Source: an optimization exercise on an open RTL-to-GDS flow (aim: small area). Production flows keep margins and buffers that such runs may drop.
Only simulation tests tie the RTL to the original design; equivalence was not proved.
No activity file was given, so power comes from the tool's default toggle rates.

--- design/flow/design.v ---
`timescale 1ns / 1ps
module display_controller(
	input clk,  
	input rst,
	output hSync, vSync,
	output reg bright,
	output reg [9:0] hCount,
	output reg [9:0] vCount
	);
	wire hEnd = (hCount == 10'd799);
	wire vEnd = (vCount == 10'd524);
	always @(posedge clk, posedge rst)
		if (rst) begin
			hCount <= 0;
			vCount <= 0;
		end else begin
			hCount <= hEnd ? 10'd0 : hCount + 10'd1;
			if (hEnd)
				vCount <= vEnd ? 10'd0 : vCount + 10'd1;
		end
	assign hSync = (hCount >= 10'd96);
	assign vSync = (vCount >= 10'd2);
	always @(posedge clk, posedge rst)
		if (rst)
			bright <= 0;
		else
			bright <= (hCount > 10'd143) && (hCount < 10'd784) && (vCount > 10'd34) && (vCount < 10'd516);
endmodule
`timescale 1ns / 1ps
module game_control(
	input clk,
	input en,  
	input bright,
	input rst,
	input up, input left, input right, input down,
	input [9:0] hCount, vCount,
	output reg [11:0] rgb,
	output reg [3:0] lives
	);
	localparam [11:0] BLACK  = 12'b0000_0000_0000;
	localparam [11:0] WHITE  = 12'b1111_1111_1111;
	localparam [11:0] RED    = 12'b1111_0000_0000;
	localparam [11:0] GREEN  = 12'b0000_1111_0000;
	localparam [11:0] GREY   = 12'b0101_0101_0101;
	localparam [11:0] YELLOW = 12'b1111_1111_0000;
	localparam [11:0] CYAN   = 12'b0000_1111_1111;
	localparam [11:0] BLUE   = 12'b0000_0000_1111;
	reg reg_down, move;
	reg [8:0] npx, nbx, nby;
	reg ydir;
	reg [1:0] xdir, xspd;
	reg [9:0] gw, gr, gb;  
	wire [9:0] ew = ~gw, er = ~gr, eb = ~gb;  
	wire [9:0] P = ~{npx, 1'b1};
	wire [9:0] X = ~{nbx, 1'b1};
	wire [9:0] Y = ~{nby, 1'b1};
	wire any_brick = ~&{gw, gr, gb};
	wire live = |lives;
	wire scr = (hCount >= 10'd148) && (hCount <= 10'd776) && (vCount >= 10'd40);
	wire [9:0] dpx;  
	rca #(9) a_dpx(.a(hCount[9:1]), .b(npx), .ci(1'b1), .s(dpx[9:1]), .co());
	assign dpx[0] = hCount[0];
	wire paddle = (vCount >= 10'd465) && (vCount <= 10'd475) && ((dpx <= 10'd50) || (dpx >= 10'd974));
	wire [10:0] dx, dy;  
	rca #(9) a_dx(.a(hCount[9:1]), .b(nbx), .ci(1'b1), .s(dx[9:1]), .co(dx[10]));
	rca #(9) a_dy(.a(vCount[9:1]), .b(nby), .ci(1'b1), .s(dy[9:1]), .co(dy[10]));
	assign dx[0] = hCount[0];
	assign dy[0] = vCount[0];
	wire xs = (dx[10:4] == 7'b1000000) || (dx[10:4] == 7'b0111111);
	wire ys = (dy[10:4] == 7'b1000000) || (dy[10:4] == 7'b0111111);
	reg shape;
	integer ix, iy;
	always @(*) begin
		ix = dx[4] ? {27'h7ffffff, dx[4:0]} : {27'd0, dx[4:0]};
		iy = dy[4] ? {27'h7ffffff, dy[4:0]} : {27'd0, dy[4:0]};
		if (ix < 0) ix = -ix;
		if (iy < 0) iy = -iy;
		shape = (iy <= 2 && ix <= 10) || (iy <= 4 && ix <= 8) || (iy <= 6 && ix <= 6) || (iy <= 7 && ix <= 4) || (iy <= 8 && ix <= 2) || (iy <= 9 && ix <= 1);
	end
	wire ball = xs && ys && shape && (!dy[10] || (Y >= 10'd10) || (dy[3:0] <= Y[3:0]));
	reg [9:0] hcol;
	integer i;
	always @(*)
		for (i = 0; i < 10; i = i + 1)
			hcol[i] = (hCount >= 148 + 63*i) && (hCount <= 209 + 63*i);
	wire row_w = (vCount >= 10'd40) && (vCount <= 10'd90);
	wire row_r = (vCount >= 10'd91) && (vCount <= 10'd141);
	wire row_b = (vCount >= 10'd142) && (vCount <= 10'd192);
	wire pix_w = row_w && |(hcol & ew);
	wire pix_r = row_r && |(hcol & er);
	wire pix_b = row_b && |(hcol & eb);
	always @(*) begin
		if (~bright)
			rgb = BLACK;
		else if (~reg_down)
			rgb = scr ? YELLOW : BLACK;
		else if (~live)
			rgb = (scr && any_brick) ? RED : BLACK;
		else if (paddle && any_brick)
			rgb = GREY;
		else if (pix_w)
			rgb = WHITE;
		else if (pix_r)
			rgb = RED;
		else if (pix_b)
			rgb = BLUE;
		else if (ball && any_brick)
			rgb = CYAN;
		else if (~any_brick && scr)
			rgb = GREEN;
		else
			rgb = BLACK;
	end
	function in_rng(input [9:0] v, input integer lo, input integer hi);
		in_rng = (v >= lo) && (v <= hi);
	endfunction
	reg [9:0] xb_b, xt_b, xb_r, xs_r, xs_l;
	always @(*)
		for (i = 0; i < 10; i = i + 1) begin
			xb_b[i] = in_rng(X, 158 + 63*i + (i == 5 ? -2 : 0), 200 + 63*i + (i == 9 ? 1 : 0));
			xt_b[i] = in_rng(X, 158 + 63*i, 200 + 63*i + (i == 9 ? -1 : 0));
			xb_r[i] = in_rng(X, 158 + 63*i, 200 + 63*i + (i == 9 ? 1 : 0));  
			xs_r[i] = in_rng(X, 215 + 63*i, 219 + 63*i);  
			xs_l[i] = in_rng(X, 138 + 63*i, 142 + 63*i);  
		end
	wire y_bb = in_rng(Y, 4, 196);    
	wire y_bt = in_rng(Y, 138, 142);  
	wire y_bs = in_rng(Y, 146, 196);  
	wire y_rb = in_rng(Y, 4, 145);    
	wire y_rt = (Y <= 10'd88);        
	wire y_rs = in_rng(Y, 95, 145);   
	wire y_wb = in_rng(Y, 4, 94);     
	wire y_ws = in_rng(Y, 44, 94);    
	wire y_top = in_rng(Y, 4, 45);    
	wire hb_b = y_bb && |(xb_b & eb);
	wire b1 = ydir && !hb_b;
	wire tb_on = y_bt && !b1;
	wire ht_b = tb_on && |(xt_b & eb);
	wire b2 = b1 || ht_b;
	wire hb_r = y_rb && |(xb_r & er);
	wire b3 = b2 && !hb_r;
	wire tr_on = y_rt && !b3;
	wire ht_r = tr_on && |(xb_r & er);
	wire b4 = b3 || ht_r;
	wire hb_w = y_wb && |(xb_r & ew);
	wire b5 = b4 && !hb_w;
	wire [9:0] srow = y_bs ? eb : y_rs ? er : y_ws ? ew : 10'd0;
	wire sr = |(xs_r & srow);
	wire sl = |(xs_l & srow);
	wire [9:0] gw_n = gw | (y_wb ? xb_r : 10'd0) | (y_ws ? (xs_r | xs_l) : 10'd0);
	wire [9:0] gr_n = gr | (y_rb ? xb_r : 10'd0) | (tr_on ? xb_r : 10'd0) | (y_rs ? (xs_r | xs_l) : 10'd0);
	wire [9:0] gb_n = gb | (y_bb ? xb_b : 10'd0) | (tb_on ? xt_b : 10'd0) | (y_bs ? (xs_r | xs_l) : 10'd0);
	wire [9:0] tp;
	rca #(9) a_tp(.a(~nbx), .b(npx), .ci(1'b1), .s(tp[9:1]), .co());
	assign tp[0] = 1'b0;
	wire bar = (Y == 10'd462) && !ydir;
	wire tp_neg = (tp >= 10'd974);    
	wire tp_pos = (tp >= 10'd2) && (tp <= 10'd50);
	wire tp_zero = (tp == 10'd0);
	wire tp_fast = (tp >= 10'd974 && tp <= 10'd997) || (tp >= 10'd27 && tp <= 10'd50);
	wire bar_hit = bar && (tp_neg || tp_pos || tp_zero);
	wire moving = move && (Y <= 10'd475);
	wire lost = !moving && (Y >= 10'd471);
	wire restart = !moving && (Y >= 10'd472);
	wire step = en && reg_down;
	wire bx_dec = step && moving && (xdir == 2'd0) && ((xspd == 2'd2 && X >= 10'd152) || (xspd == 2'd1 && X >= 10'd150));
	wire bx_inc = step && moving && (xdir == 2'd1) && ((xspd == 2'd2 && X <= 10'd772) || (xspd == 2'd1 && X <= 10'd774));
	wire bx_two = (xspd == 2'd2);
	wire [8:0] nbx_sum;
	rca #(9) a_bx(.a(nbx), .b({{7{bx_inc}}, (bx_inc || bx_dec) && (bx_two || bx_inc), (bx_inc || bx_dec) && !bx_two}),
		.ci(1'b0), .s(nbx_sum), .co());
	wire by_mv = step && moving;
	wire [8:0] nby_sum;
	rca #(9) a_by(.a(nby), .b({{8{by_mv && !b5}}, by_mv}), .ci(1'b0), .s(nby_sum), .co());
	wire px_r = step && right;
	wire px_l = step && !right && left;
	wire px_dn = (px_r && P <= 10'd728) || (px_l && P == 10'd198);  
	wire px_up = (px_r && P == 10'd732) || (px_l && P >= 10'd202);  
	wire px_two = (px_r && P <= 10'd728) || (px_l && P >= 10'd202);
	wire [8:0] npx_sum;
	rca #(9) a_px(.a(npx), .b({{7{px_dn}}, (px_dn || px_up) && (px_two || px_dn), (px_dn || px_up) && !px_two}),
		.ci(1'b0), .s(npx_sum), .co());
	always @(posedge clk, posedge rst)
		if (rst) begin
			reg_down <= 0;
			move <= 0;
		end else if (en && down)
			reg_down <= 1;
		else if (en && up && reg_down)
			move <= 1;
	always @(posedge clk, posedge rst)
		if (rst) begin
			npx <= ~9'd225;
			nbx <= ~9'd225;
			nby <= ~9'd228;
			lives <= 4'd3;
		end else begin
			nbx <= (step && restart) ? ~9'd225 : nbx_sum;
			nby <= (step && restart) ? ~9'd228 : nby_sum;
			npx <= (step && restart && !right && !left) ? ~9'd225 : npx_sum;
			lives <= lives + {4{step && lost}};
		end
	always @(posedge clk, posedge rst)
		if (rst) begin
			gw <= 10'h000;
			gr <= 10'h000;
			gb <= 10'h000;
			ydir <= 1;
			xdir <= 2;
			xspd <= 0;
		end else if (en && reg_down) begin
			gw <= gw_n;
			gr <= gr_n;
			gb <= gb_n;
			if (bar) begin
				if (tp_zero)
					xspd <= 0;
				else if (tp_fast)
					xspd <= 2;
				else if (tp_neg || tp_pos)
					xspd <= 1;
			end
			if (restart)
				xdir <= 2;
			else if (X <= 10'd152 && xdir == 0)
				xdir <= 1;
			else if (X >= 10'd772 && xdir == 1)
				xdir <= 0;
			else if (sl)
				xdir <= 0;
			else if (sr)
				xdir <= 1;
			else if (bar) begin
				if (tp_zero)
					xdir <= 2;
				else if (tp_neg)
					xdir <= 0;
				else if (tp_pos)
					xdir <= 1;
			end
			if (bar_hit)
				ydir <= 1;
			else if (y_top && b5)
				ydir <= 0;
			else if (restart)
				ydir <= 1;
			else
				ydir <= b5;
		end
endmodule
module rca #(parameter W = 9) (
	input [W-1:0] a, b,
	input ci,
	output [W-1:0] s,
	output co
	);
	wire [W:0] c;
	assign c[0] = ci;
	genvar k;
	generate for (k = 0; k < W; k = k + 1) begin : bit_
		assign s[k] = a[k] ^ b[k] ^ c[k];
		assign c[k+1] = (a[k] & b[k]) | (a[k] & c[k]) | (b[k] & c[k]);
	end endgenerate
	assign co = c[W];
endmodule
module display_lives(
	input [3:0] displayNumber,
	output [3:0] anode,
	output reg [6:0] ssdOut
	);
	assign anode = 4'b1110;
	always @(*)
		case (displayNumber)
		4'd0: ssdOut = 7'b0000001;
		4'd1: ssdOut = 7'b1001111;
		4'd2: ssdOut = 7'b0010010;
		default: ssdOut = 7'b0000110;
		endcase
endmodule
`timescale 1ns / 1ps
module vga_top(
	input ClkPort,
	input BtnC,
	input BtnU,
	input BtnD,
	input BtnR,
	input BtnL,
	input MoveTick,  
	output hSync, vSync,
	output [3:0] vgaR, vgaG, vgaB,
	output An0, An1, An2, An3, An4, An5, An6, An7,
	output Ca, Cb, Cc, Cd, Ce, Cf, Cg, Dp,
	output MemOE, MemWR, RamCS, QuadSpiFlashCS
	);
	wire bright;
	wire [9:0] hc, vc;
	wire [3:0] lives;
	wire [6:0] ssdOut;
	wire [3:0] anode;
	wire [11:0] rgb;
	display_controller dc(.clk(ClkPort), .rst(BtnC), .hSync(hSync), .vSync(vSync), .bright(bright), .hCount(hc), .vCount(vc));
	game_control sc(.clk(ClkPort), .en(MoveTick), .bright(bright), .rst(BtnC), .up(BtnU), .down(BtnD), .left(BtnL), .right(BtnR), .hCount(hc), .vCount(vc), .rgb(rgb), .lives(lives));
	display_lives cnt(.displayNumber(lives), .anode(anode), .ssdOut(ssdOut));
	assign vgaR = rgb[11 : 8];
	assign vgaG = rgb[7  : 4];
	assign vgaB = rgb[3  : 0];
	assign {MemOE, MemWR, RamCS, QuadSpiFlashCS} = 4'b1111;
	assign {An7, An6, An5, An4, An3, An2, An1, An0} = {4'b1111, anode};
	assign {Ca, Cb, Cc, Cd, Ce, Cf, Cg} = ssdOut[6 : 0];
	assign Dp = 1'b1;  
endmodule
--- design/flow/config.mk ---
export PLATFORM = sky130hd
export DESIGN_NAME = vga_top
export DESIGN_NICKNAME = vga_top
export VERILOG_FILES = /design/flow/design.v
export SDC_FILE = /design/flow/constraint.sdc
export NUM_CORES = 4
export LEC_CHECK = 0
export CAP_MARGIN = 20
export CORE_MARGIN = 2
export CORE_UTILIZATION = 40
export CTS_BUF_LIST = sky130_fd_sc_hd__clkbuf_8
export PLACE_DENSITY = 0.6
export SLEW_MARGIN = 20
--- design/flow/flow/run.sh ---
#!/bin/bash
set -euo pipefail
export BUFFER_PORTS_ARGS="-buffer_cell sky130_fd_sc_hd__buf_1"
export CTS_ARGS="-sink_clustering_enable -repair_clock_nets -buf_list sky130_fd_sc_hd__clkbuf_8 -dont_use_dummy_load -sink_clustering_size 16 -sink_clustering_max_diameter 150"
bash standard.sh > flow_make.log 2>&1
--- design/flow/standard.sh ---
#!/bin/bash
# synth_recipe.tcl (not shown) runs the flow's synth.tcl, then flattens the netlist and writes it again
# the make line also repeats each setting of config.mk as NAME=value (left out here)
make -C /OpenROAD-flow-scripts/flow DESIGN_CONFIG=/design/flow/config.mk WORK_HOME=/design/flow/orfs CLKGATE_MAP_FILE= SYNTH_SCRIPT=/design/flow/synth_recipe.tcl "${@:-finish}"
--- design/flow/constraint.sdc ---
create_clock -name core_clock -period 12.0 [get_ports {ClkPort}]
set_input_delay 2.4000 -clock core_clock [delete_from_list [all_inputs] [get_ports {ClkPort}]]
set_output_delay 2.4000 -clock core_clock [all_outputs]
set_load 0.01 [all_outputs]
==> impl_metrics.tcl, run 1 <==
set metrics [dict create \
    place_congestion 0.972 \
    drtIter0Drc 1015 \
    setup_tns_ns 0 \
    timing.slew.headroom_pct 34.1 \
    grt_max_degree 62 \
    crit_path_max_incr_delay_ns 0.71 \
    drtPass1Iterations 6 \
    synth_warnings 3 \
    final_common_cell "nor2_1" \
    grt_pass1_wl_um 43300 \
    finalCritPeriodShare_pct 76.2 \
    die_h_um 152 \
    netlist_area_um2 8720 \
    synth_area_per_cell_um2 8.38 \
    tritoncts "built" \
    synthArstFlopShare_pct 100 \
    fin_nets 1105 \
    setup_violations 0 \
    vias 7968 \
    cts-root-buf "clkbuf_8" \
    finalCriticalPeriod_ns 9.14 \
    post_cts_buffers 0 \
    critPathRequiredTime_ns 9.60 \
    utilization_pct 41.7 \
    tightestPinTransition_ns 0.987 \
    grt.total_usage_pct 24.6 \
    synthTopCellsByArea "dfrtp_1 (20%), fa_1 (12%), dfstp_2 (5.7%)" \
    drt.antenna.violating_nets 0 \
    wl_um 27400 \
    start_util_pct 40.3 \
    maxCapViolations 0 \
    crit_chain "inv_1 -> ha_1 -> fa_1 -> fa_1 -> fa_1 -> fa_1 -> fa_1 -> fa_1 -> fa_1 -> fa_1 -> or4b_2 -> nor4_1 -> a41oi_1 -> nor4b_1 -> nand4_1 -> o21ai_0 -> nand2_1 -> a31oi_1 -> buf_1" \
    cts_resized 0 \
    crit_buf_inv 2 \
    drive_above_1_share_pct 8.03 \
    crit_path_max_fanout 18 \
    endpoint_kind "output pin" \
    yosysUniqueCellTypes 91 \
    leakage_uw 0.00359 \
    hp-class "reg2reg" \
    status "finished clean" \
    syn_to_final_growth_pct 3.39 \
    n_antenna_cell 0 \
    clk_latency_ns 0.39 \
    synth_edf_count 0 \
    boundaryPins 41 \
    critPathSlowestCell "dfrtp_1" \
    ir_worst_vdd_v 0.0000996 \
    cp_top_family "adder cells" \
    crit_path_start_kind "flip-flop" \
    grt-ovfl-total 0 \
    core_area_um2 21600 \
    slew_viol_final 0 \
    dieWidth_um 152 \
    synthFlopType "dfrtp_1" \
    viasPerCell 6.12 \
    drc 0 \
    htree_levels 3 \
    ys_seq_area_share_pct 25.8 \
    netlist_instances 1040 \
    yosys.area.top_type "dfrtp_1" \
    clk_pin_slew_worst_paths_ns 0.08 \
    finalHoldViolations 0 \
    grt_pass1_vias 7417 \
    fillers 2242 \
    synth_top_area_share_pct 20.1 \
    critical_path_class "reg2out" \
    dieArea_um2 23000 \
    crit_top_cell "fa_1" \
    cts_buffers 9 \
    antenna_found_initial 0 \
    cp.arrival_ns 6.74 \
    skew_ns 0.0216 \
    max_freq_mhz 109 \
    cts_hold_buf 0 \
    rsz0062_at_grt "no" \
    wl_per_cell_um 21.0 \
    cts_sinks 89 \
    final_cell_mix "nor2_1 (88), nand2_1 (81), inv_1 (77)" \
    portBuffers 26 \
    ys_seq_elements 89 \
    dp_hpwl_um 20600 \
    p_per_area_nw_per_um2 139 \
    row_count 54 \
    clockBufferDepth 2 \
]
## path summary, 6_finish.rpt
path                                   startpoint                     end  slack [ns]  cells past startpoint
setup reg to reg              sc.nbx[1]$_DFF_PP1_  sc.xspd[1]$_DFFE_PP0P_        5.72                     16
min in group asynchronous                    BtnC  dc.hCount[9]$_DFF_PP0_        2.00                      2
setup / recovery              sc.nbx[0]$_DFF_PP0_                 vgaB[2]        2.86                     19
hold reg to reg            sc.xspd[1]$_DFFE_PP0P_  sc.xspd[1]$_DFFE_PP0P_        0.54                      1
hold / removal             sc.xspd[1]$_DFFE_PP0P_  sc.xspd[1]$_DFFE_PP0P_        0.54                      1
max in group asynchronous                    BtnC     sc.nby[5]$_DFF_PP0_        8.76                      3
## through the flow
stage,worst slack (ns),cells,area (um2),hold WS (ns),power [uW]
after floorplan,3.52,1052,8760,0.465,910
after global placement,3.43,1292,8890,0.509,1070
after detailed placement,3.33,1292,8890,0.519,1070
final,2.86,1301,9010,0.537,1260
after global routing,2.51,1301,9010,0.565,1370
after CTS,2.92,1301,9010,0.538,1260
## kinds of logic (layout without fill, tap and decap cells)
kind of cell             after synthesis  in the layout  share of synthesized area, %
AND/OR/NAND/NOR                      404            404                          24.1
AO/OA/AOI/OAI                        279            279                          22.7
buffers and inverters                152            121                          7.81
flip-flops                            89             89                          25.8
adder cells (fa/ha/maj)               76             76                          15.4
XOR/XNOR                              33             33                          3.47
multiplexers                           5              5                         0.660
other                                  2             14                        0.0861
## final cells by class
cell class,count,area (um2),share of cell area [%]
Multi-Input combinational cell,811,5840,64.8
Sequential cell,89,2250,25.0
Tap cell,280,350,3.89
Inverter,80,302,3.35
Timing Repair Buffer,32,143,1.58
Clock buffer,9,124,1.37
## where the power goes
part           switching, uW  leakage [uW]  total (uW)  internal [uW]
Clock                    114     0.0000647         182           67.7
Combinational            346       0.00241         598            252
Sequential               105       0.00112         478            374
Total                    564       0.00359        1260            693
## synth_stat cells (22+ instances only)
cell type,number
o22ai_1,22
dfrtp_1,70
nor2_1,88
nand2_1,81
nand3_1,38
xnor2_1,22
fa_1,52
o21ai_0,55
inv_1,78
buf_4,24
clkbuf_1,37
nand4_1,30
nor3_1,32
a21oi_1,39
ha_1,23
nand2b_1,29
## layer usage
layer	wire length [um]	track usage, %
met5	0	0
met4	621	6.71
met3	2440	5.39
met2	12300	37.6
met1	12100	35.2
## flip-flops by register name, indices dropped and copies added, names as in the netlist, 2 cells and up
register   cells
dc.hCount     10
dc.vCount     10
sc.gb         10
sc.gr         10
sc.gw         10
sc.nbx         9
sc.nby         9
sc.npx         9
sc.lives       4
sc.xdir        2
sc.xspd        2
==> run 2: changes to the inputs <==
==> design/flow/flow/run.sh (replaced) <==
#!/bin/bash
set -euo pipefail
export BUFFER_PORTS_ARGS="-buffer_cell sky130_fd_sc_hd__buf_1"
export CTS_ARGS="-sink_clustering_enable -repair_clock_nets -buf_list sky130_fd_sc_hd__clkbuf_8 -dont_use_dummy_load -sink_clustering_size 24 -sink_clustering_max_diameter 250"
bash standard.sh > flow_make.log 2>&1
==> impl_metrics.tcl, run 2 <==
set metrics [dict create \
    p_per_area_nw_per_um2 139 \
    cts_hold_buf 0 \
    hp-class "reg2reg" \
    synth_warnings 3 \
    synthFlopType "dfrtp_1" \
    cts_buffers 9 \
    hold-worst-slack_ns 0.537 \
    crit_path_max_fanout 18 \
    clockBufferDepth 2 \
    htree_levels 3 \
    cp.arrival_ns 6.74 \
    drtPass1Iterations 6 \
    finalHoldViolations 0 \
    setup_tns_ns 0 \
    wl_um 27400 \
    place_congestion 0.972 \
    grt-ovfl-total 0 \
    syn_to_final_growth_pct 3.39 \
    core_area_um2 21600 \
    synthTopCellsByArea "dfrtp_1 (20%), fa_1 (12%), dfstp_2 (5.7%)" \
    viasPerCell 6.12 \
    slew_viol_final 0 \
    tightestPinTransition_ns 0.987 \
    multiInputGateArea_um2 5840 \
    setup_violations 0 \
    drive_above_1_share_pct 8.03 \
    yosys.area.top_type "dfrtp_1" \
    finalCritPeriodShare_pct 76.2 \
    rsz0062_at_grt "no" \
    regArea_um2 2250 \
    drc 0 \
    start_util_pct 40.3 \
    fin_nets 1105 \
    drtIter0Drc 1015 \
    grt_pass1_wl_um 43300 \
    ys_seq_elements 89 \
    max_freq_mhz 109 \
    final_cell_mix "nor2_1 (88), nand2_1 (81), inv_1 (77)" \
    antenna_found_initial 0 \
    synthArstFlopShare_pct 100 \
    grt_max_degree 62 \
    critPathRequiredTime_ns 9.60 \
    clk_latency_ns 0.39 \
    cts-root-buf "clkbuf_8" \
    vias 7968 \
    dp_hpwl_um 20600 \
    tritoncts "built" \
    fillers 2242 \
    yosysMostFrequentCell "nor2_1" \
    synth_top_cells_by_count "nor2_1 (88), nand2_1 (81), inv_1 (78), dfrtp_1 (70), o21ai_0 (55)" \
    portBuffers 26 \
    clk_pin_slew_worst_paths_ns 0.08 \
    yosysUniqueCellTypes 91 \
    dieWidth_um 152 \
    grt_pass1_vias 7417 \
    leakage_uw 0.00359 \
    final_common_cell "nor2_1" \
    maxCapViolations 0 \
    dieArea_um2 23000 \
    grt.total_usage_pct 24.6 \
    status "finished clean" \
    netlist_instances 1040 \
    boundaryPins 41 \
    cts_sinks 89 \
    skew_ns 0.0216 \
    timing.slew.headroom_pct 34.1 \
    drt.antenna.violating_nets 0 \
    netlist_area_um2 8720 \
    synth_edf_count 0 \
    die_h_um 152 \
    post_cts_buffers 0 \
    ys_seq_area_share_pct 25.8 \
    finalPower_uw 1260 \
    critical_path_class "reg2out" \
    wl_per_cell_um 21.0 \
    finalCriticalPeriod_ns 9.14 \
    synth_top_area_share_pct 20.1 \
    row_count 54 \
    endpoint_kind "output pin" \
    cts_resized 0 \
    crit_path_start_kind "flip-flop" \
    synth_area_per_cell_um2 8.38 \
    n_antenna_cell 0 \
    ir_worst_vdd_v 0.0000996 \
]
run 2: cell counts after synthesis:
Identical to the previous run, type by type.
run 2: logic make-up (layout without fill, tap and decap cells):
| group | Yosys count | in the layout | share of synthesized area (%) |
|---|---|---|---|
| and+or+nand+nor | 404 | 404 | 24.1 |
| AOI/OAI and AO/OA | 279 | 279 | 22.7 |
| buffers and inverters | 152 | 121 | 7.81 |
| DFF | 89 | 89 | 25.8 |
| adders and majority gates | 76 | 76 | 15.4 |
| xor gates and xnor gates | 33 | 33 | 3.47 |
| muxes | 5 | 5 | 0.660 |
| other | 2 | 14 | 0.0861 |
run 2: area by class of cell:
type                    count  area share (%)
clock buffers               9            1.37
inverters                  80            3.35
multi-input cells         811            64.8
flip-flops and latches     89            25.0
well taps                 280            3.89
repair buffers             32            1.58
run 2: critical path: stages (launching register included):
cell and delay [ns]:
dfrtp_1 0.71, inv_1 0.13, ha_1 0.22, fa_1 0.37
fa_1 0.38, fa_1 0.41, fa_1 0.40, fa_1 0.39
fa_1 0.40, fa_1 0.40, fa_1 0.45, or4b_2 0.64
nor4_1 0.19, a41oi_1 0.12, nor4b_1 0.33, nand4_1 0.12
o21ai_0 0.16, nand2_1 0.11, a31oi_1 0.26, buf_1 0.18
run 2: report_power, final:
part	internal [uW]	switching, uW
combinational	252	346
sequential	374	105
clock	67.7	114
run 2: final timing paths:
| path | start | end | slack [ns] | cells after the start |
|---|---|---|---|---|
| setup / recovery | sc.nbx[0]$_DFF_PP0_ | vgaB[2] | 2.86 | 19 |
| hold / removal | sc.xspd[1]$_DFFE_PP0P_ | sc.xspd[1]$_DFFE_PP0P_ | 0.54 | 1 |
| setup reg to reg | sc.nbx[1]$_DFF_PP1_ | sc.xspd[1]$_DFFE_PP0P_ | 5.72 | 16 |
| hold reg to reg | sc.xspd[1]$_DFFE_PP0P_ | sc.xspd[1]$_DFFE_PP0P_ | 0.54 | 1 |
| max in group asynchronous | BtnC | sc.nby[5]$_DFF_PP0_ | 8.76 | 3 |
| min in group asynchronous | BtnC | dc.hCount[9]$_DFF_PP0_ | 2.00 | 2 |
run 2: per-stage QoR:
| stage | setup slack (ns) | area, um2 | std cells | utilization (%) |
|---|---|---|---|---|
| 6_report | 2.86 | 9010 | 1301 | 41.7 |
| 3_5_place_dp | 3.33 | 8890 | 1292 | 41.1 |
| 5_1_grt | 2.51 | 9010 | 1301 | 41.7 |
| 2_1_floorplan | 3.52 | 8760 | 1052 | - |
| 3_3_place_gp | 3.43 | 8890 | 1292 | 41.1 |
| 4_1_cts | 2.92 | 9010 | 1301 | 41.7 |
run 2: layer usage:
metal	track usage, %	wire [um]	vias up	part of all wire, %
li1	-	-	3679	-
met1	35.2	12100	3854	44
met2	37.6	12300	379	45
met3	5.39	2440	56	8.9
met4	6.71	621	0	2.3
met5	0	0	-	0
==> run 3: changes to the inputs <==
==> design/flow/flow/run.sh (replaced) <==
#!/bin/bash
set -euo pipefail
export BUFFER_PORTS_ARGS="-buffer_cell sky130_fd_sc_hd__buf_1"
export CTS_ARGS="-sink_clustering_enable -repair_clock_nets -buf_list sky130_fd_sc_hd__clkbuf_8 -dont_use_dummy_load"
bash standard.sh > flow_make.log 2>&1
==> impl_metrics.tcl, run 3 <==
set metrics [dict create \
    status "finished clean" \
    post_cts_buffers 0 \
    synth_edf_count 0 \
    final_common_cell "nor2_1" \
    clk_pin_slew_worst_paths_ns 0.08 \
    start_util_pct 40.3 \
    p_per_area_nw_per_um2 139 \
    synth_area_per_cell_um2 8.38 \
    synthFlopType "dfrtp_1" \
    place_congestion 0.972 \
    ys_seq_elements 89 \
    drc 0 \
    power.internal_uw 693 \
    wl_per_cell_um 21.0 \
    p_sw_share_pct 44.9 \
    portBuffers 26 \
    dieWidth_um 152 \
    rr_startpoint "sc.nbx[1]$_DFF_PP1_" \
    finalCritPeriodShare_pct 76.2 \
    yosys.area.top_type "dfrtp_1" \
    row_count 54 \
    boundaryPins 41 \
    die_h_um 152 \
    vias 7968 \
    min_from "sc.xspd[1]$_DFFE_PP0P_" \
    maxCapViolations 0 \
    setup_violations 0 \
    synth_top_area_share_pct 20.1 \
    crit_start "sc.nbx[0]$_DFF_PP0_" \
    core_area_um2 21600 \
    setup_tns_ns 0 \
    ys_seq_area_share_pct 25.8 \
    synthArstFlopShare_pct 100 \
    timing.slew.headroom_pct 34.1 \
    switchingPower_uw 564 \
    drive_above_1_share_pct 8.03 \
    tritoncts "built" \
    cts_buffers 9 \
    rsz0062_at_grt "no" \
    critical_path_class "reg2out" \
    ir_worst_vdd_v 0.0000996 \
    grt_max_degree 62 \
    drtIter0Drc 1015 \
    cts_resized 0 \
    finalHoldViolations 0 \
    pwr-share-clk_pct 14.4 \
    fin_cells 1301 \
    cts_sinks 89 \
    grt_pass1_vias 7417 \
    yosysMostFrequentCell "nor2_1" \
    critPathRequiredTime_ns 9.60 \
    hp-class "reg2reg" \
    max_freq_mhz 109 \
    skew_ns 0.0216 \
    fin_nets 1105 \
    final_cell_mix "nor2_1 (88), nand2_1 (81), inv_1 (77)" \
    pre_cts_ws_ns 3.33 \
    wl_um 27400 \
    grt-ovfl-total 0 \
    clk_latency_ns 0.39 \
    syn_to_final_growth_pct 3.39 \
    synth_top_cells_by_count "nor2_1 (88), nand2_1 (81), inv_1 (78), dfrtp_1 (70), o21ai_0 (55)" \
    n_antenna_cell 0 \
    cp.arrival_ns 6.74 \
    crit_path_start_kind "flip-flop" \
    finalCriticalPeriod_ns 9.14 \
    cts-root-buf "clkbuf_8" \
    clockBufferDepth 2 \
    htree_levels 3 \
    endpoint_kind "output pin" \
    slew_viol_final 0 \
    netlist_area_um2 8720 \
    dieArea_um2 23000 \
    antenna_found_initial 0 \
    seqPwrFrac_pct 38.0 \
    drtPass1Iterations 6 \
    grt.total_usage_pct 24.6 \
    finalPower_uw 1260 \
    crit_path_max_fanout 18 \
    tightestPinTransition_ns 0.987 \
    combPwrFrac_pct 47.5 \
    synthTopCellsByArea "dfrtp_1 (20%), fa_1 (12%), dfstp_2 (5.7%)" \
    post-place-cells 1292 \
    fin_ws_ns 2.86 \
    viasPerCell 6.12 \
    drt.antenna.violating_nets 0 \
    grt_pass1_wl_um 43300 \
    dp_hpwl_um 20600 \
    cts_hold_buf 0 \
    netlist_instances 1040 \
    utilization_pct 41.7 \
    leakage_uw 0.00359 \
    yosysUniqueCellTypes 91 \
    synth_warnings 3 \
]
## run 3: cell counts after synthesis
No cell type changed its count.
## run 3: logic make-up (layout without fill, tap and decap cells)
group / Yosys count / in the layout / synth area share, %
other: 2 / 14 / 0.0861
flip-flops: 89 / 89 / 25.8
multiplexers: 5 / 5 / 0.660
AO/OA/AOI/OAI: 279 / 279 / 22.7
adder cells (fa/ha/maj): 76 / 76 / 15.4
buffers and inverters: 152 / 121 / 7.81
AND/OR/NAND/NOR: 404 / 404 / 24.1
XOR/XNOR: 33 / 33 / 3.47
## run 3: routing by layer
| layer | global-route usage (%) | up-vias | part of all wire [%] |
|---|---|---|---|
| met5 | 0 | - | 0 |
| met4 | 6.71 | 0 | 2.3 |
| met3 | 5.39 | 56 | 8.9 |
| met2 | 37.6 | 379 | 45 |
| met1 | 35.2 | 3854 | 44 |
| li1 | - | 3679 | - |
## run 3: area by class of cell
class,instances,area (um2)
Inverter,80,302
Tap cell,280,350
Timing Repair Buffer,32,143
Sequential cell,89,2250
Clock buffer,9,124
Fill cell,2242,12600
Multi-Input combinational cell,811,5840
## run 3: path summary, 6_finish.rpt
check | end | slack (ns) | depth (start not counted)
max | vgaB[2] | 2.86 | 19
min | sc.xspd[1]$_DFFE_PP0P_ | 0.54 | 1
max reg2reg | sc.xspd[1]$_DFFE_PP0P_ | 5.72 | 16
min reg2reg | sc.xspd[1]$_DFFE_PP0P_ | 0.54 | 1
max in group asynchronous | sc.nby[5]$_DFF_PP0_ | 8.76 | 3
min in group asynchronous | dc.hCount[9]$_DFF_PP0_ | 2.00 | 2
## run 3: critical path, stage by stage (launching register included)
cell     delay [ns]
dfrtp_1        0.71
inv_1          0.13
ha_1           0.22
fa_1           0.37
fa_1           0.38
fa_1           0.41
fa_1           0.40
fa_1           0.39
fa_1           0.40
fa_1           0.40
fa_1           0.45
or4b_2         0.64
nor4_1         0.19
a41oi_1        0.12
nor4b_1        0.33
nand4_1        0.12
o21ai_0        0.16
nand2_1        0.11
a31oi_1        0.26
buf_1          0.18
## run 3: metrics by stage
| stage | hold WS [ns] | instance area (um2) |
|---|---|---|
| 5_1_grt | 0.565 | 9010 |
| 2_1_floorplan | 0.465 | 8760 |
| 3_5_place_dp | 0.519 | 8890 |
| 6_report | 0.537 | 9010 |
| 4_1_cts | 0.538 | 9010 |
| 3_3_place_gp | 0.509 | 8890 |
## run 3: power groups by stage
stage	Sequential [uW]	Combinational, uW	Clock, uW
2_1_floorplan	427	482	0
3_3_place_gp	483	582	0
3_5_place_dp	481	592	0
4_1_cts	476	598	186
5_1_grt	488	689	195
6_report	478	598	182
==> run 4: changes to the inputs <==
==> design/flow/flow/run.sh (replaced) <==
#!/bin/bash
# The standard layout (standard.sh: ORFS synthesis through finish), with:
#  - synthesis: synth_recipe.tcl unchanged, except that its technology mapping
#    step runs an area-oriented ABC script (flow/synth.tcl, flow/abc_area.script);
#  - the port buffers that global placement inserts on every input and output use
#    the smallest buffer cell;
#  - clock tree synthesis adds no dummy loads (its other arguments are the
#    standard ones, with the clkbuf_8 buffer list of config.mk).
# Each make call's output goes to its own flow_make_*.log; each ORFS step keeps its
# own log under orfs/logs/.
set -euo pipefail
W="$PWD"
export FLOW_ABC_SCRIPT="$W/flow/abc_area.script"
export FLOW_SYNTH_TCL="$W/synth_recipe.tcl"
export BUFFER_PORTS_ARGS="-buffer_cell sky130_fd_sc_hd__buf_1"
export CTS_ARGS="-sink_clustering_enable -repair_clock_nets -buf_list sky130_fd_sc_hd__clkbuf_8 -dont_use_dummy_load"
bash standard.sh synth SYNTH_SCRIPT="$W/flow/synth.tcl" > flow_make_synth.log 2>&1
bash standard.sh finish SYNTH_SCRIPT="$W/flow/synth.tcl" > flow_make_finish.log 2>&1
==> design/flow/flow/abc_area.script (new file) <==
&get -n
&st
&synch2
&dch
&nf -p -R 1000
&st
&syn2
&synch2
&dch
&nf -p -R 1000
&st
&synch2
&dch
&nf -p -R 1000
&put
==> design/flow/flow/synth.tcl (new file) <==
# The standard flow's synthesis script (synth_recipe.tcl in the flow's work folder), with the
# technology mapping step (ORFS's final "abc -script ..." call) run with
# flow/abc_area.script, an area-oriented ABC script, in place of ORFS's script.
# Flip-flops are mapped before this step, so the registers are the standard ones.
proc abc {args} {
  set i [lsearch -exact $args -script]
  if {$i >= 0} {
    set args [lreplace $args [expr {$i + 1}] [expr {$i + 1}] $::env(FLOW_ABC_SCRIPT)]
  }
  puts "abc mapping script: $::env(FLOW_ABC_SCRIPT)"
  yosys abc {*}$args
}
source $::env(FLOW_SYNTH_TCL)
==> impl_metrics.tcl, run 4 <==
set metrics [dict create \
    antenna_found_initial 0 \
    endpoint_kind "output pin" \
    syn_to_final_growth_pct 6.21 \
    tightestPinTransition_ns 0.961 \
    synth_warnings 3 \
    clockBufferDepth 2 \
    fin_nets 1063 \
    utilization_pct 43.4 \
    grt-ovfl-total 0 \
    synth_simple_gate_area_share_pct 22.9 \
    synth_top_family_by_area "compound AO/OA/AOI/OAI gates" \
    synth_edf_count 0 \
    ys_seq_elements 89 \
    row_count 51 \
    die_h_um 145 \
    yosys.area_share.xor_xnor_pct 2.97 \
    post_dp_cell_area_um2 8330 \
    place_congestion 1.04 \
    met3_length_um 1900 \
    finalHoldViolations 0 \
    fin_ws_ns 2.69 \
    route.met2.wl_um 12100 \
    synthAdderAreaFrac_pct 16.7 \
    drc 0 \
    n_antenna_cell 0 \
    synth_top_cells_by_count "nand2_1 (99), nor2_1 (96), clkinv_1 (75), dfrtp_1 (70), o22ai_1 (54)" \
    max_freq_mhz 107 \
    wl_per_cell_um 21.5 \
    cts_buffers 9 \
    cts-root-buf "clkbuf_8" \
    synthTopCellsByArea "dfrtp_1 (22%), fa_1 (13%), dfstp_2 (6.3%)" \
    yosys.area.top_type "dfrtp_1" \
    crit_chain "clkinv_1 -> ha_1 -> fa_1 -> fa_1 -> fa_1 -> fa_1 -> fa_1 -> fa_1 -> fa_1 -> fa_1 -> or4b_1 -> o41ai_1 -> nand4_1 -> a31oi_1 -> o2111ai_1 -> a21oi_1 -> o21ai_0 -> a21oi_1 -> buf_1" \
    fillers 1989 \
    finalPower_uw 1500 \
    viasPerCell 6.23 \
    crit_path_max_fanout 11 \
    dieArea_um2 21000 \
    final_common_cell "nand2_1" \
    clk_pin_slew_worst_paths_ns 0.10 \
    critPathRequiredTime_ns 9.60 \
    drtPass1Iterations 7 \
    combPwrFrac_pct 53.8 \
    cts_resized 0 \
    synthFlopType "dfrtp_1" \
    slew_viol_final 0 \
    drtIter0Drc 719 \
    core_area_um2 19500 \
    switchingPower_uw 743 \
    critical_path_class "reg2out" \
    portBuffers 26 \
    drt.antenna.violating_nets 0 \
    timing.slew.headroom_pct 35.5 \
    cts_hold_buf 0 \
    hp-class "reg2reg" \
    rsz0062_at_grt "no" \
    power.internal_uw 760 \
    synthMuxAreaShare_pct 0.126 \
    synth_top_area_share_pct 22.0 \
    clk_latency_ns 0.39 \
    netlist_instances 948 \
    leakage_uw 0.00331 \
    final_cell_mix "nand2_1 (99), nor2_1 (96), clkinv_1 (74)" \
    boundaryPins 41 \
    yosysUniqueCellTypes 57 \
    grt.total_usage_pct 25.8 \
    wl_met1_um 11900 \
    synthArstFlopShare_pct 100 \
    crit_path_start_kind "flip-flop" \
    cp.arrival_ns 6.91 \
    synth_area_per_cell_um2 8.40 \
    tritoncts "built" \
    grt_max_degree 49 \
    seqPwrFrac_pct 34.1 \
    crit_path_max_incr_delay_ns 0.60 \
    p_sw_share_pct 49.4 \
    p_per_area_nw_per_um2 178 \
    drive_above_1_share_pct 3.58 \
    finalCriticalPeriod_ns 9.31 \
    htree_levels 3 \
    status "finished clean" \
    yosysMostFrequentCell "nand2_1" \
    post_cts_buffers 0 \
    pre_cts_ws_ns 3.18 \
    pwr-share-clk_pct 12.1 \
    dp_hpwl_um 20300 \
    critPathSlowestCell "dfrtp_1" \
    fin_area_um2 8450 \
    finalCritPeriodShare_pct 77.6 \
    setup_violations 0 \
    synth_compound_area_share_pct 23.5 \
    top_layer_used "met4" \
    skew_ns 0.0312 \
    start_util_pct 40.9 \
    setup_tns_ns 0 \
    grt_pass1_vias 7386 \
    ir_worst_vdd_v 0.000113 \
    ys_seq_area_share_pct 28.3 \
    grt_pass1_wl_um 42800 \
    vias 7751 \
    maxCapViolations 0 \
    dieWidth_um 145 \
    wl_um 26700 \
    crit_top_cell "fa_1" \
    netlist_area_um2 7960 \
    cts_sinks 89 \
]
## run 4: power groups by stage
stage               Clock, uW  Combinational (uW)  Sequential (uW)
detailed placement          0                 796              513
finish                    181                 808              513
global placement            0                 794              516
CTS                       188                 802              508
global route              198                 920              524
floorplan                   0                 607              468
## run 4: routing by layer
metal	track usage, %	up-vias
met5	0	-
met4	9.17	0
met3	3.84	68
met2	39.8	372
met1	37.0	3746
li1	-	3565
## run 4: kinds of logic after synthesis
logic type / after synthesis
AO/OA/AOI/OAI: 280
flip-flops: 89
multiplexers: 1
adder cells (fa/ha/maj): 75
other: 2
AND/OR/NAND/NOR: 378
buffers and inverters: 96
XOR/XNOR: 27
## run 4: through the flow
stage          hold slack (ns)  cells
5_1_grt                  0.517   1244
6_report                 0.494   1244
4_1_cts                  0.497   1244
3_5_place_dp             0.480   1235
2_1_floorplan            0.454    960
3_3_place_gp             0.482   1235
## run 4: path summary, 6_finish.rpt
kind | start | end | slack [ns] | depth (start not counted)
worst max-delay path | sc.nbx[0]$_DFF_PP0_ | vgaG[0] | 2.69 | 19
worst min-delay path | sc.xdir[1]$_DFFE_PP1P_ | sc.xdir[1]$_DFFE_PP1P_ | 0.49 | 2
worst max register to register | sc.nbx[4]$_DFF_PP1_ | sc.nby[8]$_DFF_PP1_ | 5.23 | 26
worst min register to register | sc.xdir[1]$_DFFE_PP1P_ | sc.xdir[1]$_DFFE_PP1P_ | 0.49 | 2
max in group asynchronous | BtnC | sc.nbx[0]$_DFF_PP0_ | 8.78 | 3
min in group asynchronous | BtnC | dc.vCount[2]$_DFFE_PP0P_ | 2.12 | 2
## run 4: critical path, delay by kind of cell, from the launching register on
kind	cells	cell delay, ns
AO/OA/AOI/OAI	6	1.46
adder cells (fa/ha/maj)	9	3.41
buffers and inverters	2	0.39
flip-flops	1	0.60
AND/OR/NAND/NOR	2	0.70
## run 4: cell type report
| class | instances | area, um2 | share of cell area [%] |
|---|---|---|---|
| flip-flops and latches | 89 | 2250 | 26.6 |
| well taps | 265 | 332 | 3.92 |
| clock buffers | 9 | 124 | 1.47 |
| inverters | 75 | 283 | 3.35 |
| repair buffers | 31 | 135 | 1.60 |
| multi-input cells | 775 | 5330 | 63.0 |
==> run 5: changes to the inputs <==
--- a/design/flow/design.v
+++ b/design/flow/design.v
@@ -116,2 +116,14 @@
 	endfunction
+	wire [3:0] xa = X[9:6];
+	wire [6:0] xsum;
+	rca #(6) a_xs(.a(X[5:0]), .b({2'b00, xa}), .ci(1'b0), .s(xsum[5:0]), .co(xsum[6]));
+	reg [12:0] xa_is;
+	always @(*)
+		for (i = 0; i < 13; i = i + 1)
+			xa_is[i] = (xa == i);
+	wire s_le = (xsum >= 7'd12) && (xsum <= 7'd16);  
+	wire s_re = (xsum >= 7'd26) && (xsum <= 7'd30);  
+	wire s_hi = (xsum >= 7'd32);                      
+	wire s_hi5 = (xsum >= 7'd31);                     
+	wire s_lo = (xsum <= 7'd11);                      
 	reg [9:0] xb_b, xt_b, xb_r, xs_r, xs_l;
@@ -119,7 +131,7 @@
 		for (i = 0; i < 10; i = i + 1) begin
-			xb_b[i] = in_rng(X, 158 + 63*i + (i == 5 ? -2 : 0), 200 + 63*i + (i == 9 ? 1 : 0));
-			xt_b[i] = in_rng(X, 158 + 63*i, 200 + 63*i + (i == 9 ? -1 : 0));
-			xb_r[i] = in_rng(X, 158 + 63*i, 200 + 63*i + (i == 9 ? 1 : 0));  
-			xs_r[i] = in_rng(X, 215 + 63*i, 219 + 63*i);  
-			xs_l[i] = in_rng(X, 138 + 63*i, 142 + 63*i);  
+			xt_b[i] = (xa_is[i + 2] && s_hi) || (xa_is[i + 3] && s_lo);
+			xb_r[i] = xt_b[i] || (i == 9 && xa_is[12] && xsum == 7'd12);  
+			xb_b[i] = (i == 5) ? ((xa_is[7] && s_hi5) || (xa_is[8] && s_lo)) : xb_r[i];
+			xs_r[i] = (i != 9) && xa_is[i + 3 > 12 ? 12 : i + 3] && s_re;
+			xs_l[i] = (i != 0) && xa_is[i + 2] && s_le;
 		end
==> design/flow/flow/abc_area.script (replaced) <==
&get -n
&st
&synch2
&dch -f
&nf -p -R 1000
&st
&syn2
&synch2
&dch -f
&nf -p -R 1000
&st
&synch2
&dch -f
&nf -p -R 1000
&put
==> impl_metrics.tcl, run 5 <==
set metrics [dict create \
    status "finished clean" \
    synthFlopType "dfrtp_1" \
    netlist_instances 907 \
    ir_worst_vdd_v 0.0000986 \
    skew_ns 0.0352 \
    fillers 1978 \
    synthTopCellsByArea "dfrtp_1 (22%), fa_1 (14%), dfstp_2 (6.4%)" \
    seqPwrFrac_pct 37.6 \
    crit_buf_inv 3 \
    endpoint_kind "output pin" \
    grt.total_usage_pct 23.7 \
    portBuffers 26 \
    drc 0 \
    timing.slew.headroom_pct 25.7 \
    drtIter0Drc 865 \
    crit_start "dc.vCount[1]$_DFFE_PP0N_" \
    combPwrFrac_pct 48.2 \
    cts_sinks 89 \
    final_cell_mix "nor2_1 (97), clkinv_1 (78), nand2_1 (74)" \
    cts-root-buf "clkbuf_8" \
    clockBufferDepth 2 \
    viasPerCell 6.01 \
    finalCriticalPeriod_ns 8.74 \
    grt_pass1_vias 6866 \
    core_area_um2 19300 \
    grt_max_degree 49 \
    rsz0062_at_grt "no" \
    clk_pin_slew_worst_paths_ns 0.09 \
    setup_tns_ns 0 \
    critPathSlowestCell "dfrtp_1" \
    vias 7240 \
    synth_warnings 3 \
    fin_nets 1030 \
    drt.antenna.violating_nets 0 \
    boundaryPins 41 \
    wl_per_cell_um 19.6 \
    reg2regPathDepth 35 \
    finalHoldViolations 0 \
    final_common_cell "nor2_1" \
    slew_viol_final 0 \
    synth_area_per_cell_um2 8.61 \
    finalCritPeriodShare_pct 72.8 \
    crit_cells 19 \
    synth_top_area_share_pct 22.4 \
    pwr-share-clk_pct 14.1 \
    setup_violations 0 \
    dieArea_um2 20700 \
    start_util_pct 40.4 \
    reg2reg_slack_ns 3.71 \
    ys_seq_elements 89 \
    max_freq_mhz 114 \
    power.internal_uw 687 \
    crit_path_max_incr_delay_ns 0.48 \
    place_congestion 0.994 \
    dieWidth_um 144 \
    p_sw_share_pct 44.6 \
    cts_buffers 9 \
    cts_hold_buf 0 \
    grt_pass1_wl_um 37700 \
    switchingPower_uw 553 \
    n_antenna_cell 0 \
    grt-ovfl-total 0 \
    cts_resized 0 \
    rr_startpoint "sc.nbx[6]$_DFF_PP0_" \
    crit_top_cell "fa_1" \
    critical_path_class "reg2out" \
    critPathRequiredTime_ns 9.60 \
    dp_hpwl_um 17900 \
    die_h_um 144 \
    netlist_area_um2 7810 \
    ys_seq_area_share_pct 28.8 \
    drtPass1Iterations 6 \
    drive_above_1_share_pct 3.73 \
    crit_chain "clkinv_1 -> ha_1 -> fa_1 -> fa_1 -> fa_1 -> fa_1 -> fa_1 -> fa_1 -> fa_1 -> clkinv_1 -> fa_1 -> o31ai_1 -> nand4_1 -> a41oi_1 -> o2111ai_1 -> a21oi_1 -> nor2b_1 -> a211oi_1 -> buf_1" \
    htree_levels 3 \
    crit_path_start_kind "flip-flop" \
    cp_top_family "adder cells" \
    yosys.area.top_type "dfrtp_1" \
    hp-class "reg2reg" \
    cp.arrival_ns 6.34 \
    leakage_uw 0.00324 \
    endpoint "vgaB[2]" \
    wl_um 23600 \
    synth_top_cells_by_count "nor2_1 (97), clkinv_1 (79), nand2_1 (74), dfrtp_1 (70), o22ai_1 (63)" \
    utilization_pct 42.9 \
    crit_path_max_fanout 7 \
    clk_latency_ns 0.41 \
    r2r-end "sc.nby[8]$_DFF_PP1_" \
    syn_to_final_growth_pct 6.23 \
    synth_edf_count 0 \
    post_cts_buffers 0 \
    p_per_area_nw_per_um2 150 \
    tritoncts "built" \
    synthArstFlopShare_pct 100 \
    yosysUniqueCellTypes 58 \
    row_count 51 \
    yosysMostFrequentCell "nor2_1" \
    antenna_found_initial 0 \
    tightestPinTransition_ns 1.11 \
    maxCapViolations 0 \
]
==> run 5: worst min path at each step <==
stage | from | end | depth (start not counted)
floorplan | sc.move$_DFFE_PP0P_ | sc.move$_DFFE_PP0P_ | 1
global placement | sc.xspd[1]$_DFFE_PP0P_ | sc.xspd[1]$_DFFE_PP0P_ | 1
detailed placement | sc.xspd[1]$_DFFE_PP0P_ | sc.xspd[1]$_DFFE_PP0P_ | 1
CTS | sc.xspd[1]$_DFFE_PP0P_ | sc.xspd[1]$_DFFE_PP0P_ | 1
global route | sc.xspd[1]$_DFFE_PP0P_ | sc.xspd[1]$_DFFE_PP0P_ | 1
finish | sc.xspd[1]$_DFFE_PP0P_ | sc.xspd[1]$_DFFE_PP0P_ | 1
==> run 5: final cells by class <==
class / instances / area (um2) / area share (%)
inverter: 79 / 298 / 3.59
multi-input combinational: 730 / 5150 / 62.1
tap: 265 / 332 / 4.00
timing repair buffer: 32 / 143 / 1.72
sequential: 89 / 2250 / 27.1
clock buffer: 9 / 124 / 1.49
==> run 5: cells by family after synthesis <==
family,after synthesis,share of synthesized area (%)
DFF,89,28.8
AOI/OAI and AO/OA,262,22.1
xor gates and xnor gates,27,3.03
other,2,0.0962
adders and majority gates,82,18.3
muxes,2,0.288
and+or+nand+nor,343,21.5
buffers and inverters,100,5.82
==> run 5: metal layers <==
| metal | wire length, um | global-route usage, % | vias up | share of wire, % |
|---|---|---|---|---|
| li1 | - | - | 3353 | - |
| met1 | 10800 | 34.5 | 3455 | 46 |
| met2 | 9820 | 33.5 | 360 | 42 |
| met3 | 1800 | 4.37 | 72 | 7.6 |
| met4 | 1150 | 12.6 | 0 | 4.9 |
| met5 | 0 | 0 | - | 0 |
==> run 5: worst reg2reg max path: cells and delay by family (launching register included) <==
family / cells / cell delay, ns
AOI/OAI and AO/OA: 6 / 1.48
xor gates and xnor gates: 2 / 0.30
adders and majority gates: 11 / 3.32
buffers and inverters: 8 / 1.19
DFF: 1 / 0.46
and+or+nand+nor: 8 / 1.47
==> run 5: per-stage QoR <==
stage	hold slack [ns]	area, um2	setup slack (ns)	std cells	total power (uW)
2_1_floorplan	0.462	7850	4.19	919	904
3_3_place_gp	0.492	8170	3.78	1195	1060
3_5_place_dp	0.501	8170	3.75	1195	1060
4_1_cts	0.518	8290	3.29	1204	1240
5_1_grt	0.537	8290	2.78	1204	1350
6_report	0.514	8290	3.26	1204	1240
==> run 5: power groups by stage <==
stage / combinational [uW] / clock (uW) / sequential [uW]
after detailed placement: 592 / 0 / 469
after CTS: 598 / 183 / 464
final: 598 / 175 / 467
after global routing: 682 / 192 / 476
after global placement: 589 / 0 / 469
after floorplan: 468 / 0 / 436
==> run 6: changes to the inputs <==
--- a/design/flow/design.v
+++ b/design/flow/design.v
@@ -161,5 +161,6 @@
 	wire sl = |(xs_l & srow);
-	wire [9:0] gw_n = gw | (y_wb ? xb_r : 10'd0) | (y_ws ? (xs_r | xs_l) : 10'd0);
-	wire [9:0] gr_n = gr | (y_rb ? xb_r : 10'd0) | (tr_on ? xb_r : 10'd0) | (y_rs ? (xs_r | xs_l) : 10'd0);
-	wire [9:0] gb_n = gb | (y_bb ? xb_b : 10'd0) | (tb_on ? xt_b : 10'd0) | (y_bs ? (xs_r | xs_l) : 10'd0);
+	wire [9:0] xsd = xs_r | xs_l;
+	wire [9:0] gw_n = gw | ({10{en && reg_down && y_wb}} & xb_r) | ({10{en && reg_down && y_ws}} & xsd);
+	wire [9:0] gr_n = gr | ({10{en && reg_down && (y_rb || tr_on)}} & xb_r) | ({10{en && reg_down && y_rs}} & xsd);
+	wire [9:0] gb_n = gb | ({10{en && reg_down && y_bb}} & xb_b) | ({10{en && reg_down && tb_on}} & xt_b) | ({10{en && reg_down && y_bs}} & xsd);
 	wire [9:0] tp;
@@ -208,2 +209,5 @@
 			lives <= 4'd3;
+			gw <= 10'h000;
+			gr <= 10'h000;
+			gb <= 10'h000;
 		end else begin
@@ -213,2 +217,5 @@
 			lives <= lives + {4{step && lost}};
+			gw <= gw_n;
+			gr <= gr_n;
+			gb <= gb_n;
 		end
@@ -216,5 +223,2 @@
 		if (rst) begin
-			gw <= 10'h000;
-			gr <= 10'h000;
-			gb <= 10'h000;
 			ydir <= 1;
@@ -223,5 +227,2 @@
 		end else if (en && reg_down) begin
-			gw <= gw_n;
-			gr <= gr_n;
-			gb <= gb_n;
 			if (bar) begin
--- a/design/flow/flow/run.sh
+++ b/design/flow/flow/run.sh
@@ -14,2 +14,3 @@
 export FLOW_SYNTH_TCL="$W/synth_recipe.tcl"
+export SKIP_REPAIR_TIE_FANOUT=1
 export BUFFER_PORTS_ARGS="-buffer_cell sky130_fd_sc_hd__buf_1"
==> design/flow/flow/abc_area.script (replaced) <==
&get -n
&st
&synch2
&dch -f
&nf -p -R 1000
&st
&syn2
&synch2
&dch -f
&nf -p -R 1000
&st
&synch2
&dch -f
&nf -p -R 1000
&st
&synch2
&dch -f
&nf -p -R 1000
&st
&synch2
&dch -f
&nf -p -R 1000
&put
==> impl_metrics.tcl, run 6 <==
set metrics [dict create \
    boundaryPins 41 \
    grt_pass1_vias 7040 \
    finalCritPeriodShare_pct 73.5 \
    crit_chain "clkinv_1 -> ha_1 -> fa_1 -> fa_1 -> fa_1 -> fa_1 -> fa_1 -> fa_1 -> fa_1 -> fa_1 -> nor2_1 -> nand3_1 -> a31oi_1 -> o22ai_1 -> a41oi_1 -> nand3_1 -> a21oi_1 -> o21a_1 -> a31oi_1 -> o21ai_0 -> o21ai_0 -> a21oi_1 -> buf_1" \
    critPathRequiredTime_ns 9.60 \
    drtIter0Drc 862 \
    finalHoldViolations 0 \
    drc 0 \
    grt-ovfl-total 0 \
    final_common_cell "nor2_1" \
    wl_um 24000 \
    final_cell_mix "nor2_1 (122), nand2_1 (91), clkinv_1 (81)" \
    synth_top_area_share_pct 22.5 \
    die_h_um 143 \
    syn_to_final_growth_pct 5.58 \
    p_per_area_nw_per_um2 151 \
    vias 7409 \
    synthArstFlopShare_pct 100 \
    cts_buffers 9 \
    fillers 1969 \
    yosys.area.top_type "dfrtp_1" \
    row_count 51 \
    crit_path_start_kind "flip-flop" \
    synthMuxAreaShare_pct 0.129 \
    endpoint_kind "output pin" \
    grt_pass1_wl_um 38700 \
    crit_cells 23 \
    htree_levels 3 \
    skew_ns 0.0331 \
    clk_pin_slew_worst_paths_ns 0.08 \
    synth_edf_count 0 \
    portBuffers 26 \
    synth_warnings 3 \
    status "finished clean" \
    synth_top_family_by_area "simple AND/OR/NAND/NOR gates" \
    grt_max_degree 51 \
    finalCriticalPeriod_ns 8.83 \
    netlist_instances 938 \
    dieWidth_um 143 \
    rsz0062_at_grt "no" \
    synth_simple_gate_area_share_pct 22.7 \
    synth_top_cells_by_count "nor2_1 (122), nand2_1 (91), clkinv_1 (82), o21ai_0 (77), dfrtp_1 (70)" \
    multiInputGateArea_um2 5060 \
    critical_path_class "reg2out" \
    synth_compound_area_share_pct 21.0 \
    critPathSlowestCell "fa_1" \
    regArea_um2 2250 \
    clockBufferDepth 2 \
    tritoncts "built" \
    yosysUniqueCellTypes 57 \
    slew_viol_final 0 \
    wl_per_cell_um 19.7 \
    setup_violations 0 \
    yosysMostFrequentCell "nor2_1" \
    hp-class "reg2reg" \
    netlist_area_um2 7780 \
    synthFlopType "dfrtp_1" \
    fin_nets 1046 \
    n_antenna_cell 0 \
    synth_area_per_cell_um2 8.30 \
    crit_path_max_fanout 7 \
    start_util_pct 40.4 \
    grt.total_usage_pct 24.4 \
    ir_worst_vdd_v 0.0000654 \
    max_freq_mhz 113 \
    cts_resized 0 \
    cts_hold_buf 0 \
    drtPass1Iterations 6 \
    crit_buf_inv 2 \
    viasPerCell 6.06 \
    yosys.area_share.xor_xnor_pct 3.04 \
    synthTopCellsByArea "dfrtp_1 (23%), fa_1 (14%), dfstp_2 (6.4%)" \
    min_delay_path_depth 1 \
    maxCapViolations 0 \
    dp_hpwl_um 18400 \
    synthAdderAreaFrac_pct 18.1 \
    place_congestion 0.979 \
    dieArea_um2 20600 \
    setup_tns_ns 0 \
    timing.slew.headroom_pct 36.1 \
    core_area_um2 19300 \
    ys_seq_area_share_pct 28.9 \
    cp.arrival_ns 6.43 \
    ys_seq_elements 89 \
    crit_path_max_incr_delay_ns 0.46 \
    reg2regPathDepth 33 \
    tightestPinTransition_ns 0.949 \
    fin_cells 1222 \
    post_cts_buffers 0 \
    post-place-cells 1213 \
    crit_top_cell "fa_1" \
    cts_sinks 89 \
    cp_top_family "adder cells" \
    drt.antenna.violating_nets 0 \
    cts-root-buf "clkbuf_8" \
    leakage_uw 0.00301 \
    clk_latency_ns 0.40 \
    antenna_found_initial 0 \
    drive_above_1_share_pct 3.55 \
]
## run 6: metrics by stage
| step | setup slack, ns | area (um2) | hold slack, ns | utilization [%] | power [uW] |
|---|---|---|---|---|---|
| final | 3.17 | 8220 | 0.527 | 42.6 | 1240 |
| after global routing | 2.79 | 8220 | 0.547 | 42.6 | 1360 |
| after CTS | 3.26 | 8220 | 0.523 | 42.6 | 1240 |
| after detailed placement | 3.67 | 8090 | 0.495 | 42.0 | 1060 |
| after global placement | 3.77 | 8090 | 0.490 | 42.0 | 1060 |
| after floorplan | 4.07 | 7780 | 0.454 | - | 900 |
## run 6: worst register-to-register path, delay by kind of cell (launching register included)
family / cells / cell delay [ns]
AND/OR/NAND/NOR: 4 / 1.08
adder cells (fa/ha/maj): 11 / 3.35
AO/OA/AOI/OAI: 10 / 1.81
buffers and inverters: 7 / 1.03
XOR/XNOR: 1 / 0.16
flip-flops: 1 / 0.53
## run 6: kinds of logic (layout without fill, tap and decap cells)
logic type / Yosys count / after routing
adder cells (fa/ha/maj): 80 / 80
multiplexers: 1 / 1
XOR/XNOR: 27 / 27
flip-flops: 89 / 89
AO/OA/AOI/OAI: 258 / 258
buffers and inverters: 103 / 122
AND/OR/NAND/NOR: 378 / 378
other: 2 / 2
## run 6: area by class of cell
type | instances | share of cell area, %
well taps | 265 | 4.04
multi-input cells | 746 | 61.7
repair buffers | 31 | 1.64
flip-flops and latches | 89 | 27.4
inverters | 82 | 3.76
clock buffers | 9 | 1.51
## run 6: routing by layer
metal | track usage, % | part of all wire (%) | routed length [um] | up-vias
li1 | - | - | - | 3418
met1 | 35.4 | 45 | 10800 | 3549
met2 | 35.5 | 43 | 10300 | 386
met3 | 4.10 | 8.1 | 1950 | 56
met4 | 11.5 | 4.3 | 1040 | 0
met5 | 0 | 0 | 0 | -
## run 6: power breakdown
part	internal, uW	switching, uW	total, uW
combinational	241	351	592
clock	67.3	104	171
sequential	373	107	480
## run 6: worst paths after layout
check	from	end	slack [ns]
setup / recovery	dc.hCount[1]$_DFF_PP0_	vgaG[0]	3.17
hold / removal	sc.move$_DFFE_PP0P_	sc.move$_DFFE_PP0P_	0.53
setup reg to reg	sc.nbx[6]$_DFF_PP0_	sc.nby[8]$_DFF_PP1_	3.94
hold reg to reg	sc.move$_DFFE_PP0P_	sc.move$_DFFE_PP0P_	0.53
max in group asynchronous	BtnC	sc.npx[6]$_DFF_PP0_	8.76
min in group asynchronous	BtnC	sc.gr[2]$_DFF_PP0_	2.07
==> run 7: changes to the inputs <==
--- a/design/flow/flow/run.sh
+++ b/design/flow/flow/run.sh
@@ -14,3 +14,2 @@
 export FLOW_SYNTH_TCL="$W/synth_recipe.tcl"
-export SKIP_REPAIR_TIE_FANOUT=1
 export BUFFER_PORTS_ARGS="-buffer_cell sky130_fd_sc_hd__buf_1"
==> impl_metrics.tcl, run 7 <==
set metrics [dict create \
    crit_path_max_fanout 7 \
    power.internal_uw 683 \
    hp-class "reg2reg" \
    dieWidth_um 143 \
    utilization_pct 42.9 \
    cts_hold_buf 0 \
    core_area_um2 19300 \
    clockBufferDepth 2 \
    rsz0062_at_grt "no" \
    critical_path_class "reg2out" \
    drtPass1Iterations 6 \
    max_freq_mhz 114 \
    critPathSlowestCell "fa_1" \
    combPwrFrac_pct 47.8 \
    netlist_instances 938 \
    p_sw_share_pct 45.2 \
    status "finished clean" \
    synthArstFlopShare_pct 100 \
    switchingPower_uw 563 \
    wl_um 24300 \
    hold-worst-slack_ns 0.511 \
    htree_levels 3 \
    crit_path_start_kind "flip-flop" \
    slew_viol_final 0 \
    grt_max_degree 59 \
    fin_nets 1058 \
    endpoint_kind "output pin" \
    cts_resized 0 \
    p_per_area_nw_per_um2 151 \
    dieArea_um2 20600 \
    finalCritPeriodShare_pct 73.1 \
    critPathRequiredTime_ns 9.60 \
    row_count 51 \
    yosys.area.top_type "dfrtp_1" \
    drt.antenna.violating_nets 0 \
    finalHoldViolations 0 \
    synth_warnings 3 \
    ys_seq_area_share_pct 28.9 \
    clk_pin_slew_worst_paths_ns 0.07 \
    drc 0 \
    tritoncts "built" \
    setup_tns_ns 0 \
    place_congestion 1.00 \
    clk_latency_ns 0.39 \
    leakage_uw 0.00304 \
    cp.arrival_ns 6.38 \
    final_common_cell "nor2_1" \
    synth_top_area_share_pct 22.5 \
    synthTopCellsByArea "dfrtp_1 (23%), fa_1 (14%), dfstp_2 (6.4%)" \
    vias 7378 \
    crit_path_max_incr_delay_ns 0.46 \
    skew_ns 0.0368 \
    syn_to_final_growth_pct 6.16 \
    yosysUniqueCellTypes 57 \
    drive_above_1_share_pct 3.51 \
    ys_seq_elements 89 \
    fillers 1976 \
    dp_hpwl_um 18800 \
    viasPerCell 5.98 \
    antenna_found_initial 0 \
    synth_edf_count 0 \
    netlist_area_um2 7780 \
    synthFlopType "dfrtp_1" \
    grt-ovfl-total 0 \
    setup_violations 0 \
    grt_pass1_vias 6999 \
    boundaryPins 41 \
    ir_worst_vdd_v 0.0000722 \
    tightestPinTransition_ns 0.952 \
    finalCriticalPeriod_ns 8.78 \
    synth_area_per_cell_um2 8.30 \
    synth_top_cells_by_count "nor2_1 (122), nand2_1 (91), clkinv_1 (82), o21ai_0 (77), dfrtp_1 (70)" \
    yosysMostFrequentCell "nor2_1" \
    die_h_um 143 \
    maxCapViolations 0 \
    drtIter0Drc 898 \
    grt.total_usage_pct 24.6 \
    timing.slew.headroom_pct 36.3 \
    cts_buffers 9 \
    cts-root-buf "clkbuf_8" \
    post_cts_buffers 0 \
    crit_top_cell "fa_1" \
    crit_chain "clkinv_1 -> ha_1 -> fa_1 -> fa_1 -> fa_1 -> fa_1 -> fa_1 -> fa_1 -> fa_1 -> fa_1 -> nor2_1 -> nand3_1 -> a31oi_1 -> o22ai_1 -> a41oi_1 -> nand3_1 -> a21oi_1 -> o21a_1 -> a31oi_1 -> o21ai_0 -> o21ai_0 -> a21oi_1 -> buf_1" \
    cts_sinks 89 \
    final_cell_mix "nor2_1 (122), nand2_1 (91), clkinv_1 (81)" \
    start_util_pct 40.4 \
    n_antenna_cell 0 \
    portBuffers 26 \
    grt_pass1_wl_um 39000 \
    seqPwrFrac_pct 38.6 \
    pwr-share-clk_pct 13.7 \
    wl_per_cell_um 19.7 \
]
==> run 7: metal layers <==
| metal | vias up | track usage [%] | part of all wire [%] |
|---|---|---|---|
| li1 | 3436 | - | - |
| met1 | 3512 | 35.0 | 46 |
| met2 | 369 | 37.2 | 44 |
| met3 | 61 | 4.23 | 7.3 |
| met4 | 0 | 10.3 | 3.4 |
| met5 | - | 0 | 0 |
==> run 7: cell families after synthesis <==
logic type / after synthesis / share of synthesized area [%]
adder cells (fa/ha/maj): 80 / 18.1
flip-flops: 89 / 28.9
XOR/XNOR: 27 / 3.04
multiplexers: 1 / 0.129
other: 2 / 0.0965
AND/OR/NAND/NOR: 378 / 22.7
buffers and inverters: 103 / 5.98
AO/OA/AOI/OAI: 258 / 21.0
==> run 7: layout make-up <==
| class | count | area [um2] | area share (%) |
|---|---|---|---|
| Inverter | 82 | 309 | 3.74 |
| Sequential cell | 89 | 2250 | 27.2 |
| Multi-Input combinational cell | 758 | 5110 | 61.9 |
| Clock buffer | 9 | 124 | 1.50 |
| Tap cell | 265 | 332 | 4.01 |
| Timing Repair Buffer | 31 | 135 | 1.64 |
==> run 7: power groups by stage <==
stage	clock, uW	sequential (uW)	combinational (uW)
final	170	480	595
after CTS	177	475	593
after global routing	188	489	688
after floorplan	0	442	458
after detailed placement	0	480	591
after global placement	0	483	580
==> run 7: stage by stage <==
step | instance area (um2) | instances | total power (uW) | setup WS [ns]
2_1_floorplan | 7830 | 950 | 900 | 4.07
3_3_place_gp | 8140 | 1225 | 1060 | 3.77
3_5_place_dp | 8140 | 1225 | 1070 | 3.69
4_1_cts | 8260 | 1234 | 1250 | 3.26
5_1_grt | 8260 | 1234 | 1360 | 2.81
6_report | 8260 | 1234 | 1250 | 3.22
==> run 7: worst paths after layout <==
kind	cells past startpoint	start	slack [ns]	end
min in group asynchronous	2	BtnC	2.02	sc.lives[2]$_DFF_PP0_
max in group asynchronous	3	BtnC	8.73	sc.npx[0]$_DFF_PP0_
setup / recovery	23	dc.hCount[1]$_DFF_PP0_	3.22	vgaG[2]
hold reg to reg	1	sc.move$_DFFE_PP0P_	0.51	sc.move$_DFFE_PP0P_
setup reg to reg	33	sc.nbx[6]$_DFF_PP0_	3.81	sc.nby[8]$_DFF_PP1_
hold / removal	1	sc.move$_DFFE_PP0P_	0.51	sc.move$_DFFE_PP0P_
==> run 7: worst max-delay path, delay by kind of cell, from the launching register on <==
kind                       cells  cell delay (ns)
buffers and inverters          2             0.39
AOI/OAI and AO/OA              9             1.41
adders and majority gates      9             3.49
DFF                            1             0.41
and+or+nand+nor                3             0.28

Re-timed with assumed drivers on the ports (clkbuf_16 on the clock, buf_2 on other inputs), run 7 has 3.186 ns of setup slack against 3.222 ns with ideal ports, and 3.594 ns once port delays also move by the mid clock arrival of 0.408 ns.
